This is an optimization exercise on Yosys and OpenROAD, whose aim is small area, a short achievable clock period and few clock cycles per item, not a production implementation.
Only simulation tests tie the RTL to the original design; equivalence was not proved.
Power figures rest on the tool's default switching activity, not on a simulated workload.

==> inputs of v19 <==
==> flow/design.v (excerpt) <==
module mult (
    input clock, reset, start,
    input DATA rs1, rs2,
    input MULT_FUNC func,
    output DATA result,
    output done
);
==> flow/config.mk <==
export PLATFORM = sky130hd
export DESIGN_NAME = mult
export DESIGN_NICKNAME = mult
export VERILOG_FILES = /design/flow/design.v
export SDC_FILE = /design/flow/constraint.sdc
export NUM_CORES = 4
export LEC_CHECK = 0
export ABC_AREA = 1
export CAP_MARGIN = 20
export CORE_MARGIN = 2
export CORE_UTILIZATION = 60
export CTS_BUF_LIST = sky130_fd_sc_hd__clkbuf_8
export PLACE_DENSITY = 0.7
export SETUP_SLACK_MARGIN = 4.0
export SLEW_MARGIN = 20
export SYNTH_HIERARCHICAL = 1
export TNS_END_PERCENT = 0
==> flow/constraint.sdc <==
create_clock -name core_clock -period 9.0 [get_ports {clock}]
set_input_delay 1.8000 -clock core_clock [delete_from_list [all_inputs] [get_ports {clock}]]
set_output_delay 1.8000 -clock core_clock [all_outputs]
set_load 0.01 [all_outputs]
standard.sh (not shown) runs the stock make flow with config.mk's settings and CLKGATE_MAP_FILE= SYNTH_SCRIPT=/design/flow/synth_recipe.tcl, a recipe that flattens the netlist after the stock synthesis.
==> flow/flow/run.sh <==
#!/bin/bash
# The standard layout (the standard.sh: ORFS synthesis through finish), except
# that the port buffers buffer_ports inserts are plain buf_2 cells rather than the
# delay cells it picks by default. Make's full output goes to flow_make.log.
set -euo pipefail
bash standard.sh BUFFER_PORTS_ARGS="-buffer_cell sky130_fd_sc_hd__buf_2" finish > flow_make.log 2>&1
==> v10 (differences from v19) <==
CORE_UTILIZATION = 50   (was 60)
CTS_BUF_LIST = not set   (was sky130_fd_sc_hd__clkbuf_8)
PLACE_DENSITY = 0.6   (was 0.7)
==> v5 (differences from v19) <==
==> flow/flow/run.sh (replaced) <==
#!/bin/bash
# The standard layout (the standard.sh: ORFS synthesis through finish), except
# that the port buffers buffer_ports inserts are plain buf_2 cells rather than the
# delay cells it picks by default, and that the timing repair after global routing
# aims at a slightly smaller setup margin than the repair after clock tree synthesis
# (config.mk's SETUP_SLACK_MARGIN), so that it spends less area.
# Make's full output goes to flow_make_cts.log and flow_make_finish.log.
set -euo pipefail
PORTS='BUFFER_PORTS_ARGS=-buffer_cell sky130_fd_sc_hd__buf_2'
bash standard.sh "$PORTS" cts > flow_make_cts.log 2>&1
bash standard.sh "$PORTS" SETUP_SLACK_MARGIN=3.8 finish > flow_make_finish.log 2>&1
CTS_BUF_LIST = not set   (was sky130_fd_sc_hd__clkbuf_8)
==> notes.md <==
Antenna violations before repair: v5 1; v19 1; v10 0
Starting density of the core: v5 0.608; v19 0.608; v10 0.503
Multi-input comb cells: v5 2316; v19 2316; v10 2314
Routed length on met2: v5 42.1 mm; v19 42.2 mm; v10 43.5 mm
Final Hold Slack: v5 1480 ps; v19 1410 ps; v10 1450 ps
Fraction of standard cell area in multi-input logic: v5 0.774; v19 0.781; v10 0.764
Kind of start point of the critical path: v5 input pin; v19 flip-flop; v10 input pin
Via count of the first global-routing pass: v5 25.2k; v19 24.9k; v10 24.4k
Cell repeated most along the worst path: v5 fa_1; v19 fa_2; v10 fa_1
Dpl cell area: v5 27500 um2; v19 27500 um2; v10 27700 um2
Proportion of total power due to net switching: v5 0.542; v19 0.541; v10 0.530
Avg Vias per Cell: v5 6.78; v19 6.77; v10 6.47
Worst-Margin Slew: v5 931 ps; v19 909 ps; v10 958 ps
Placeable core area: v5 44300 um2; v19 44300 um2; v10 53600 um2
Iteration-0 DRC Markers: v5 2767; v19 2684; v10 2454
Internal power consumption: v5 0.00599 W; v19 0.00619 W; v10 0.00607 W
Clock share of power: v5 0.055; v19 0.040; v10 0.054
CP Launch Point: v5 rs2[13]; v19 q2_31; v10 rs2[27]
Outcome: v5 finished clean; v19 finished clean; v10 finished clean
Biggest cell delay along the critical path: v5 490 ps; v19 660 ps; v10 580 ps
Register cell area after layout: v5 2970 um2; v19 2970 um2; v10 2970 um2
Testbench counts of v19, summed over its fixed seeds: cycles 24,000, ops 24,000.
Testbench counts of v10, summed over its fixed seeds: cycles 24,000, ops 24,000.
Testbench counts of v5, summed over its fixed seeds: cycles 24,000, ops 24,000.

## port drivers added, routing unchanged
The flow's constraints put no driver on any port. The routed layouts listed below were extracted and timed again, unchanged, in two steps. Step 1 sets driving cells, clkbuf_16 on the clock port and buf_2 on the other inputs (assumed; they add their load-dependent delay and slew). Step 2, shift: input delay + t, output delay - t, t = (earliest + latest rising clock arrival at the registers) / 2. This alone moves slack from input paths to output paths. a / b / c = ideal ports / drivers / drivers and shift; a / b = the first two.
run | t (ns) | setup slack, ns | slew at the worst register clock pin (ns)
v19 | 0.583 | 3.810 / 3.752 / 3.268 | 0.09 / 0.09
v10 | 0.558 | 3.897 / 3.841 / 3.358 | 0.07 / 0.07
v5 | 0.525 | 3.782 / 3.756 / 3.291 | 0.06 / 0.06
After both steps every run listed still meets setup and hold. The setup slack of v19, which loses most, moves by -0.058 ns with the drivers and by -0.542 ns with both steps.
